This is an optimization exercise on Yosys and OpenROAD, whose aim is small area, a short achievable clock period and few clock cycles, not a production implementation. Where RTL was checked, it was by simulation tests only, not by an equivalence proof against the original.

Setup of oak:
## ECE564MyDesign
module ECE564MyDesign
	    (
            input  wire               xxx__dut__run            ,
            output reg                dut__xxx__busy           ,
            input  wire               clk                      ,
            input  wire               reset_b                  ,
            output reg  [11:0]        dut__sram__write_address  ,
            output reg  [15:0]        dut__sram__write_data     ,
            output reg                dut__sram__write_enable   ,
            output wire [11:0]        dut__sram__read_address   ,
            input  wire [15:0]        sram__dut__read_data      ,
            output wire [11:0]        dut__gmem__read_address   ,
            input  wire [15:0]        gmem__dut__read_data      ,
            output wire [11:0]        dut__tanhmem__read_address     ,
            input  wire [15:0]        tanhmem__dut__read_data
            );
function [71:0] csa;
	input [35:0] x, y, z;
	begin
		csa = {(x & y) | (x & z) | (y & z), x ^ y ^ z};
	end
endfunction
function [23:0] brec;
	input [15:0] y;
	integer k;
	reg [2:0] d;
	begin
		for (k = 0; k < 8; k = k + 1) begin
  ...
Size: about 2000 cells after synthesis, ~280 flip-flops, about 19000 µm² of cells after synthesis.
clock: 11.0 ns
lec_check: 0
abc_clock_period_in_ps: 3500
cap_margin: 20
core_margin: 2
core_utilization: 60
cts_buf_list: sky130_fd_sc_hd__clkbuf_8 sky130_fd_sc_hd__clkbuf_16
cts_cluster_diameter: 120
cts_cluster_size: 24
slew_margin: 20
standard.sh (not shown) runs the stock make flow with config.mk's settings and CLKGATE_MAP_FILE= SYNTH_SCRIPT=/design/flow/synth_recipe.tcl, a recipe that flattens the netlist after the stock synthesis.
==> flow/flow/run.sh <==
#!/bin/bash
# Standard layout (the standard.sh, the design's constraint.sdc), with
#  - the port buffers made with the smallest plain buffer.
set -euo pipefail
bash standard.sh SETUP_SLACK_MARGIN=7.7 \
  "BUFFER_PORTS_ARGS=-buffer_cell sky130_fd_sc_hd__buf_1" \
  finish > flow_standard.log 2>&1
The following lists how pine was set up differently from oak:
--- a/flow/flow/run.sh
+++ b/flow/flow/run.sh
@@ -4,3 +4,3 @@
 set -euo pipefail
-bash standard.sh SETUP_SLACK_MARGIN=7.7 \
+bash standard.sh SETUP_SLACK_MARGIN=7.6 \
   "BUFFER_PORTS_ARGS=-buffer_cell sky130_fd_sc_hd__buf_1" \
--- outcome ---
Routed wire length shrinks slightly when moving from oak to pine.
The lower final clock period utilization by the worst path came out of pine.
pine reached the end of the flow, and the finished layout is clean on the timing, design-rule and antenna checks.
Relative to oak, worst max-slew margin expressed relative to the limit decreased by 10 points in pine.
Function was not checked in any run of this note: the RTL went through the layout flow alone.

========
run 1:
ECE564MyDesign, a different RTL version from the one above (not shown whole).
Size in the first run: about 2100 cells after synthesis, about 280 flip-flops, ~120 I/O pins.
clock: 11.0 ns
lec_check: 0
abc_clock_period_in_ps: 3500
cap_margin: 20
core_margin: 2
core_utilization: 60
cts_buf_list: sky130_fd_sc_hd__clkbuf_8 sky130_fd_sc_hd__clkbuf_16
cts_cluster_diameter: 120
cts_cluster_size: 24
slew_margin: 20
tns_end_percent: 0
==> flow/flow/run.sh <==
#!/bin/bash
# Standard layout (the standard.sh, the design's constraint.sdc), with
#  - the port buffers made with the smallest plain buffer.
set -euo pipefail
bash standard.sh SETUP_SLACK_MARGIN=7 \
  "BUFFER_PORTS_ARGS=-buffer_cell sky130_fd_sc_hd__buf_1" \
  finish > flow_standard.log 2>&1
Testbench counts of run 1, summed over its fixed seeds: cycles 98,784.
For run 2, these inputs were changed with respect to run 1:
- removing TNS_END_PERCENT (formerly 0)
--- a/flow/flow/run.sh
+++ b/flow/flow/run.sh
@@ -4,3 +4,3 @@
 set -euo pipefail
-bash standard.sh SETUP_SLACK_MARGIN=7 \
+bash standard.sh SETUP_SLACK_MARGIN=6.8 \
   "BUFFER_PORTS_ARGS=-buffer_cell sky130_fd_sc_hd__buf_1" \
==> notes.md <==
There was hardly any difference in length in cells of the worst reg-to-reg path between run 1 and run 2.
Between run 2 and run 1, the maximum frequency does not differ in any meaningful way.
From run 2 to run 1, number of I/O port buffers did not move at all.
Run 1 → run 2: number of signal-net buffers in the layout moved down; design area level.
Between run 2 and run 1, the difference in clock distribution area overhead in the final layout is negligible.
Run 2 and run 1 ended up with nearly the same first-pass GRT wire length.
There was hardly any difference in routed wire length between run 1 and run 2.
Between run 2 and run 1, the final worst-path cycle share figures differ only marginally.
diff inputs: run 2 => run 3
- changing CTS_CLUSTER_SIZE from 24 to 18
- changing CTS_CLUSTER_DIAMETER from 120 to 100
--- a/flow/flow/run.sh
+++ b/flow/flow/run.sh
@@ -4,3 +4,3 @@
 set -euo pipefail
-bash standard.sh SETUP_SLACK_MARGIN=6.8 \
+bash standard.sh SETUP_SLACK_MARGIN=7 \
   "BUFFER_PORTS_ARGS=-buffer_cell sky130_fd_sc_hd__buf_1" \
--- outcome ---
On count of clock-buffer cells in the layout: between run 3 and run 2, it ends up lower for run 2. Of run 3 and run 2, it is run 3 that has the higher final design area excluding fillers. Run 3 against run 2; non-clock buffer count is up by a few percent. Compared with run 2, in run 3 synthesized cell count ~0 delta.
Relative to run 3, the following input files were edited for run 4:
- changing CORE_UTILIZATION from 60 to 70
Run 4 ends up with lower clock skew than run 3 does.
In run 4, the utilization of the core after routing came out 11 points above the value in run 3.
Looking at met3 wirelength from detailed routing across run 3 and run 4, the one that comes out higher is run 4.
Looking at hold slack, run 4 sits 0.030 ns lower than run 3 does.
Summary of run 4 over run 3: shortest clock period the worst path allows after layout shows a reduction of 0.034 ns; design area was more or less identical; total wire length decreased 860 µm; number of buffers outside the clock class in the layout fell 4.2%.
--- input diff run 4..run 5 ---
- CORE_UTILIZATION now 60, was 70
- CTS_CLUSTER_DIAMETER now 120, was 100
- CTS_CLUSTER_SIZE now 24, was 18
[summary]
- The run with more routed wire is run 5, not run 4.
- Flop-to-flop setup slack for run 5: 0.02 ns down relative to run 4
> inputs changed (run 5 -> run 6)
--- a/flow/flow/run.sh
+++ b/flow/flow/run.sh
@@ -4,3 +4,3 @@
 set -euo pipefail
-bash standard.sh SETUP_SLACK_MARGIN=7 \
+bash standard.sh SETUP_SLACK_MARGIN=7.2 \
   "BUFFER_PORTS_ARGS=-buffer_cell sky130_fd_sc_hd__buf_1" \
Findings:
Compared with run 5, in run 6 total length of routed met3 wires has decreased; total vias in the final route comparable; number of vias per cell ~0 delta; sequential cell area share held steady; initial antenna violation count has remained practically unchanged. Relative to run 5, the aggregate routed wire length measured on run 6 has increased slightly. Per the comparison of run 6 with run 5, largest driver fanout on the critical path lost 18, buffers plus inverters on the worst setup path picked up an extra 1, xor/xnor share of the synthesized area neither gained nor lost much. Run 6 and run 5 ended up with nearly the same utilization.

[port drivers added, routing unchanged]
No port has a modelled driver above. Below, the same layouts with a new extraction and two added sets of constraints.
Step 1 (the two cells are an assumption about what drives the block):
set clk [get_ports {clk}]
set_driving_cell -lib_cell sky130_fd_sc_hd__clkbuf_16 $clk
set_driving_cell -lib_cell sky130_fd_sc_hd__buf_2 [delete_from_list [all_inputs] $clk]
Step 2 moves the port delays by t, midway between the first and last clock arrival at a register: inputs arrive t later, outputs are due t later. That takes back most of the time a late clock gives input paths.
Three values: ideal, step 1, step 2; two values: the first two.
run | t, ns | setup WS [ns] | cell pins on the clock port's net
oak | 0.548 | 7.440 / 7.440 / 7.440 | 1
pine | 0.550 | 7.531 / 7.531 / 7.531 | 1
run 1 | 0.546 | 7.119 / 7.119 / 7.119 | 1
run 2 | 0.546 | 7.130 / 7.130 / 7.130 | 1
run 3 | 0.566 | 7.199 / 7.199 / 7.199 | 1
run 4 | 0.558 | 7.233 / 7.233 / 7.233 | 1
run 5 | 0.546 | 7.211 / 7.211 / 7.211 | 1
run 6 | 0.548 | 7.304 / 7.304 / 7.304 | 1
After both steps setup and hold are still met in every run listed.
